This is an optimization exercise on Yosys and OpenROAD, whose aim is small area, a short achievable clock period and few clock cycles, not a production implementation.
In this exercise RTL edits were held to simulation tests only and were not proved equivalent to the original.
No activity file was given, so power comes from the tool's default toggle rates.

Setup of build 47:
==> flow/design.v (excerpt) <==
module RV32ICore(
    input wire CPU_CLK,
    input wire CPU_RST,
    output wire [31:0] CPU_InstMem_A,        
    input wire [31:0] CPU_InstMem_RD,        
    output wire [31:0] CPU_DataMem_A,        
    output wire [3:0] CPU_DataMem_WE,        
    output wire [31:0] CPU_DataMem_WD,       
    input wire [31:0] CPU_DataMem_RD         
    );
Size: about 11000 cells after synthesis.
==> flow/config.mk <==
export PLATFORM = sky130hd
export DESIGN_NAME = RV32ICore
export DESIGN_NICKNAME = RV32ICore
export VERILOG_FILES = /design/flow/design.v
export SDC_FILE = /design/flow/constraint.sdc
export NUM_CORES = 8
export LEC_CHECK = 0
export CAP_MARGIN = 20
export CORE_MARGIN = 2
export CORE_UTILIZATION = 40
export SLEW_MARGIN = 20
==> flow/constraint.sdc <==
create_clock -name core_clock -period 12.0 [get_ports {CPU_CLK}]
set_input_delay 2.4000 -clock core_clock [delete_from_list [all_inputs] [get_ports {CPU_CLK}]]
set_output_delay 2.4000 -clock core_clock [all_outputs]
set_load 0.01 [all_outputs]
standard.sh (not shown) runs the stock make flow with config.mk's settings and CLKGATE_MAP_FILE= SYNTH_SCRIPT=/design/flow/synth_recipe.tcl, a recipe that flattens the netlist after the stock synthesis.
==> flow/flow/run.sh <==
#!/bin/bash
set -euo pipefail
bash standard.sh \
  SETUP_SLACK_MARGIN=8 \
  "BUFFER_PORTS_ARGS=-buffer_cell sky130_fd_sc_hd__buf_4" \
  "CTS_ARGS=-sink_clustering_enable -repair_clock_nets -sink_clustering_size 24 -sink_clustering_max_diameter 80 -dont_use_dummy_load" \
  finish > orfs_make.log 2>&1
Testbench counts of build 47, summed over its fixed seeds: cycles 712,832.
For trial 5, these inputs were changed with respect to build 47:
--- a/flow/design.v
+++ b/flow/design.v
@@ -7,24 +7,25 @@
     output wire [31:0] CPU_DataMem_A,        
     output wire [3:0] CPU_DataMem_WE,        
     output wire [31:0] CPU_DataMem_WD,       
     input wire [31:0] CPU_DataMem_RD         
     );
     wire clk = CPU_CLK;
     wire rst = CPU_RST;
     localparam NB = 6;                       
     wire        redir_e;                     
     wire [31:0] redir_e_pc;
     wire        stall_d;                     
     wire        kill_d, kill_e;
+    reg         q_br, q_jal, q_jalr, q_bad, q_ptk, q_taken;    
     wire        q_mis;                       
     reg  [31:0] q_tgt;                       
     reg         e_rw, e_ld, e_st, e_br, e_jal, e_jalr, e_csr, e_bad, e_ptk;
     reg  [4:0]  e_rd;
     reg  [2:0]  e_f3;
     reg  [31:0] a_e, r2_e, imm_e, pc_e;
     reg         e_fa_m, e_fa_w, e_fa_l, e_fa_r, e_fb_m, e_fb_w, e_fb_l, e_fb_r;
     reg         e_gb_m, e_gb_w, e_gb_l, e_gb_r, e_gb_i;    
     reg         e_sub, e_sl, e_sra;
     reg         e_r_sum, e_r_slt, e_r_sltu, e_r_xor, e_r_or, e_r_and, e_r_sh, e_r_b, e_r_link, e_r_csr;
     reg         e_ring;
     reg  [NB-1:0] e_hit;
@@ -80,35 +81,36 @@
     wire [31:0] pc_f_inc = pc_f + 32'd4;
     wire [21:0] thi_p = pc_f[31:10] + 22'd1;
     wire [21:0] thi_m = pc_f[31:10] - 22'd1;
     wire [21:0] thi = ({22{dh_f[0]}} & thi_p) | ({22{dh_f[1]}} & thi_m) | ({22{!dh_f[0] && !dh_f[1]}} & pc_f[31:10]);
     wire [31:0] pc_f_tgt = {thi, tlo_f, pc_f[0]};
     reg  [31:0] a_pc;
     reg         a_pt;
     reg  [10:0] a_off;
     reg  [NB-1:0] a_hit;
     reg         f_held1, f_held2, f_redir1;
     wire        a_v = !f_held2 && !f_redir1;
     reg         hold_v, sk_v;                
-    wire        clear = q_mis || redir_e;    
+    wire        q_red = q_mis || q_jalr;     
+    wire        clear = q_red || redir_e;    
     wire        replay = !clear && hold_v && sk_v && a_v;
     wire        f_hold = !clear && !replay && hold_v;
     wire sel_r = !clear && replay;
     wire sel_h = f_hold;
     wire sel_t = !clear && !replay && !hold_v && pt_f;
     wire sel_i = !clear && !replay && !hold_v && !pt_f;
     wire [31:0] pc_f_nr = ({32{sel_r}} & a_pc) | ({32{sel_h}} & pc_f)
                         | ({32{sel_t}} & pc_f_tgt) | ({32{sel_i}} & pc_f_inc);
-    wire [31:0] pc_f_next = ({32{q_mis}} & q_tgt) | ({32{!q_mis && redir_e}} & redir_e_pc)
-                          | ({32{!q_mis && !redir_e}} & pc_f_nr);
+    wire [31:0] pc_f_next = ({32{q_red}} & q_tgt) | ({32{!q_red && redir_e}} & redir_e_pc)
+                          | ({32{!q_red && !redir_e}} & pc_f_nr);
     always @(posedge clk) begin
         if (rst)
             pc_f <= 32'd0;
         else
             pc_f <= pc_f_next;
         a_pc <= pc_f;
         a_pt <= pt_f;
         a_off <= off_f;
         a_hit <= hit_f;
     end
     always @(posedge clk or posedge rst) begin
         if (rst) begin
@@ -336,47 +338,45 @@
                     | ({32{e_r_xor}}  & (Af ^ Bf))
                     | ({32{e_r_or}}   & (Af | Bf))
                     | ({32{e_r_and}}  & (Af & Bf))
                     | ({32{e_r_sh}}   & sh_out)
                     | ({32{e_r_b}}    & imm_e)
                     | ({32{e_r_link}} & pc4_e)
                     | ({32{e_r_csr}}  & csr_old);
     wire [31:0] tgt_e = pc_e + imm_e;
     assign pc4_e = pc_e + 32'd4;
     wire cond  = e_f3[2] ? lt : eq;
     wire taken = cond ^ e_f3[0];
     wire e_bad_v = e_bad && !kill_e;
-    assign redir_e = (e_jal_v && !e_ptk) || e_jalr_v || e_bad_v;
-    assign redir_e_pc = ({32{e_jalr}} & {sum[31:1], 1'b0}) | ({32{!e_jalr && e_jal}} & tgt_e)
-                      | ({32{!e_jalr && !e_jal}} & pc4_e);
+    assign redir_e = (e_jal_v && !e_ptk) || e_bad_v;
+    assign redir_e_pc = ({32{e_jal}} & tgt_e) | ({32{!e_jal}} & pc4_e);
     always @(posedge clk)
-        q_tgt <= e_ptk ? pc4_e : tgt_e;
-    reg  q_br, q_jal, q_jalr, q_bad, q_ptk, q_taken;
+        q_tgt <= e_jalr ? {sum[31:1], 1'b0} : e_ptk ? pc4_e : tgt_e;
     always @(posedge clk or posedge rst) begin
         if (rst) begin
             q_br <= 1'b0; q_jal <= 1'b0; q_jalr <= 1'b0; q_bad <= 1'b0;
         end else begin
             q_br <= e_br_v;
             q_jal <= e_jal_v;
             q_jalr <= e_jalr_v;
             q_bad <= e_bad_v;
         end
     end
     always @(posedge clk) begin
         q_ptk <= e_ptk;
         q_taken <= taken;
     end
     assign q_mis = q_br && (q_taken != q_ptk);
     assign kill_e = q_mis || (q_jal && !q_ptk) || q_jalr || q_bad;
-    assign kill_d = q_mis;
+    assign kill_d = q_red;
     wire fit_e = (&imm_e[20:11]) || !(|imm_e[20:11]);
     wire hi_ne = tgt_e[31:10] != pc_e[31:10];
     reg  u_br, u_brfit, u_jalfit, u_jal;
     wire u_taken = q_taken;
     reg  [NB-1:0] u_hit;
     reg  [7:0]  u_tag;
     reg  [10:0] u_off;
     reg  [8:0]  u_tlo;
     reg  [1:0]  u_dh;
     always @(posedge clk or posedge rst) begin
         if (rst) begin
             u_br <= 1'b0;
==> run notes <==
[compare] base=build 47 new=trial 5: fraction of met1 tracks used by global routing lost 2.5 points, final clock period utilization by the worst path picked up an extra 1.5 points, depth of the critical timing path with buffers and inverters included neither gained nor lost much, setup slack lost 0.18 ns, combinational fraction of design power picked up an extra 1.0 points.
Testbench counts of trial 5, summed over its fixed seeds: cycles 715,574.

RV32ICore, a different RTL version from the one above (not shown whole).
Size: roughly 12000 cells after synthesis, about 5900 flip-flops, about 170 I/O pins, ~0.17 mm^2 of cells after synthesis.
export LEC_CHECK = 0
export CAP_MARGIN = 20
export CORE_MARGIN = 2
export CORE_UTILIZATION = 40
export SLEW_MARGIN = 20
create_clock -name core_clock -period 12.0 [get_ports {CPU_CLK}]
Scripts as last shown in full above: flow/flow/run.sh
Testbench counts at the start, summed over its fixed seeds: cycles 715,574.
Rerun with:
--- a/flow/design.v
+++ b/flow/design.v
@@ -73,23 +73,23 @@
             dh_f = dh_f | ({2{hit_f[i]}} & btb_dh[2*i +: 2]);
             if (hit_f[i] && btb_ctr[2*i+1]) pt_f = 1'b1;
         end
     end
     wire [31:0] pc_f_inc = pc_f + 32'd4;
     wire [21:0] thi_p = pc_f[31:10] + 22'd1;
     wire [21:0] thi_m = pc_f[31:10] - 22'd1;
     wire [21:0] thi = ({22{dh_f[0]}} & thi_p) | ({22{dh_f[1]}} & thi_m) | ({22{!dh_f[0] && !dh_f[1]}} & pc_f[31:10]);
     wire [31:0] pc_f_tgt = {thi, tlo_f, pc_f[0]};
     reg  [31:0] a_pc;
     reg         a_pt;
-    reg  [10:0] a_off;
+    reg  [11:0] a_off;
     reg  [NB-1:0] a_hit;
     reg         f_held1, f_held2, f_redir1;
     wire        a_v = !f_held2 && !f_redir1;
     reg         hold_v, sk_v;                
     wire        q_red = q_mis || q_jalr;     
     wire        clear = q_red || redir_e;    
     wire        replay = !clear && hold_v && sk_v && a_v;
     wire        f_hold = !clear && !replay && hold_v;
     wire sel_r = !clear && replay;
     wire sel_h = f_hold;
     wire sel_t = !clear && !replay && !hold_v && pt_f;
@@ -97,45 +97,45 @@
     wire [31:0] pc_f_nr = ({32{sel_r}} & a_pc) | ({32{sel_h}} & pc_f)
                         | ({32{sel_t}} & pc_f_tgt) | ({32{sel_i}} & pc_f_inc);
     wire [31:0] pc_f_next = ({32{q_red}} & q_tgt) | ({32{!q_red && redir_e}} & redir_e_pc)
                           | ({32{!q_red && !redir_e}} & pc_f_nr);
     always @(posedge clk) begin
         if (rst)
             pc_f <= 32'd0;
         else
             pc_f <= pc_f_next;
         a_pc <= pc_f;
         a_pt <= pt_f;
-        a_off <= {dh_f, tlo_f};
+        a_off <= {tlo_f < pc_f[9:1], dh_f, tlo_f - pc_f[9:1]};
         a_hit <= hit_f;
     end
     always @(posedge clk or posedge rst) begin
         if (rst) begin
             f_held1 <= 1'b0;
             f_held2 <= 1'b0;
             f_redir1 <= 1'b1;
         end else begin
             f_held1 <= f_hold;
             f_held2 <= f_held1;
             f_redir1 <= clear || replay;
         end
     end
     assign CPU_InstMem_A = pc_f;
     reg  [31:0] ir_hold, dh_pc, sk_ir, sk_pc;
     reg         dh_pt, sk_pt;
-    reg  [10:0] dh_off, sk_off;
+    reg  [11:0] dh_off, sk_off;
     reg  [NB-1:0] dh_hit, sk_hit;
     wire [31:0] ir     = hold_v ? ir_hold : sk_v ? sk_ir : CPU_InstMem_RD;
     wire [31:0] pc_d   = hold_v ? dh_pc   : sk_v ? sk_pc   : a_pc;
     wire        pt_d   = hold_v ? dh_pt   : sk_v ? sk_pt   : a_pt;
-    wire [10:0] poff_d = hold_v ? dh_off  : sk_v ? sk_off  : a_off;
+    wire [11:0] poff_d = hold_v ? dh_off  : sk_v ? sk_off  : a_off;
     wire [NB-1:0] hit_d = hold_v ? dh_hit : sk_v ? sk_hit  : a_hit;
     wire vd = (hold_v || sk_v || a_v) && !kill_d;
     always @(posedge clk or posedge rst) begin
         if (rst) begin
             hold_v <= 1'b0;
             sk_v <= 1'b0;
         end else begin
             hold_v <= !clear && stall_d;
             if (clear)
                 sk_v <= 1'b0;
             else if (hold_v || sk_v)
@@ -169,38 +169,36 @@
     wire is_ld    = opc == 7'b0000011;
     wire is_st    = opc == 7'b0100011;
     wire is_opi   = opc == 7'b0010011;
     wire is_op    = opc == 7'b0110011;
     wire is_csr   = opc == 7'b1110011 && f3[1:0] != 2'b00;
     wire [31:0] immI = {{20{ir[31]}}, ir[31:20]};
     wire [31:0] immS = {{20{ir[31]}}, ir[31:25], ir[11:7]};
     wire [31:0] immB = {{20{ir[31]}}, ir[7], ir[30:25], ir[11:8], 1'b0};
     wire [31:0] immU = {ir[31:12], 12'b0};
     wire [31:0] immJ = {{12{ir[31]}}, ir[19:12], ir[20], ir[30:21], 1'b0};
     wire [31:0] pc4 = pc_d + 32'd4;
-    wire [9:0]  lo_b = {1'b0, pc_d[9:1]} + {1'b0, immB[9:1]};
-    wire [9:0]  lo_j = {1'b0, pc_d[9:1]} + {1'b0, immJ[9:1]};
     function step_ok(input [21:0] hi, input c, input [1:0] dh);
         reg z, o, p1, m2;
         begin
             z  = hi == 22'd0;
             o  = &hi;
             p1 = hi == 22'd1;
             m2 = hi == 22'h3ffffe;
             step_ok = (dh == 2'b00 && ((z && !c) || (o && c))) ||
                       (dh == 2'b01 && ((z && c) || (p1 && !c))) ||
                       (dh == 2'b10 && ((o && !c) || (m2 && c)));
         end
     endfunction
-    wire ok_b = lo_b[8:0] == poff_d[8:0] && step_ok(immB[31:10], lo_b[9], poff_d[10:9]);
-    wire ok_j = lo_j[8:0] == poff_d[8:0] && step_ok(immJ[31:10], lo_j[9], poff_d[10:9]);
+    wire ok_b = immB[9:1] == poff_d[8:0] && step_ok(immB[31:10], poff_d[11], poff_d[10:9]);
+    wire ok_j = immJ[9:1] == poff_d[8:0] && step_ok(immJ[31:10], poff_d[11], poff_d[10:9]);
     wire vhit  = (|hit_d) && ((is_br && ok_b) || (is_jal && ok_j));
     wire ptk   = pt_d && vhit;
     wire bad   = pt_d && !vhit && !is_jal;
     wire has_rd = is_lui || is_auipc || is_jal || is_jalr || is_ld || is_opi || is_op || is_csr;
     wire use1 = !(is_lui || is_auipc || is_jal || (is_csr && f3[2]));
     wire use2 = is_br || is_st || is_op;
     wire haz_e = e_ld && ((use1 && rs1 == e_rd) || (use2 && rs2 == e_rd));
     wire lw_fast = is_br || ((is_op || is_opi) && f3[2] && (f3[1] || !f3[0]));
     wire haz_m = m_ld && !(m_lw && lw_fast) && ((use1 && rs1 == m_rd) || (use2 && rs2 == m_rd));
     reg  [5:0] csr_pos;
     reg  [6:0] csr_clr;
Outcome: Final area increases by 2.6%. Cell count rises by 0.58%. Area after synthesis drops by 0.42%. Clock skew rose by 56 ps. Clock power is about the same. Setup slack is worse by 200 ps. Register-to-register slack got worse by 70 ps. First-iteration DRC count went down by 7.9%. Die area is lower by 0.42%.
Testbench counts after the change, summed over its fixed seeds: cycles 715,574.

[afterwards: timing with drivers on the ports]
The flow's constraints put no driver on any port. The routed layouts listed below were extracted and timed again, unchanged, in two steps. Step 1: set_driving_cell puts a clkbuf_16 on CPU_CLK and a buf_2 on each other input, an assumption about the parent block. Step 2, shift: input delay + t, output delay - t, t = (earliest + latest rising clock arrival at the registers) / 2. This alone moves slack from input paths to output paths. Slacks: ideal / step 1 / step 2; pairs: ideal / step 1.
run	shift t [ns]	setup WS [ns]	hold WS [ns]	worst register clock-pin slew, ns	worst data-port slew with drivers (ns)
build 47	1.078	7.814 / 7.814 / 6.818	0.266 / 0.266 / 0.266	0.10 / 0.10	0.12
trial 5	1.071	7.634 / 7.634 / 6.672	0.227 / 0.227 / 0.227	0.10 / 0.10	0.10
the first run of note 2	1.041	7.460 / 7.522 / 6.481	0.249 / 0.249 / 0.249	0.11 / 0.11	0.58
the second run of note 2	1.059	7.263 / 7.227 / 6.168	0.262 / 0.262 / 0.262	0.11 / 0.11	0.47
After both steps setup and hold are still met in every run listed. The setup slack of the second run of note 2, which loses most, moves by -0.036 ns with the drivers and by -1.095 ns with both steps.
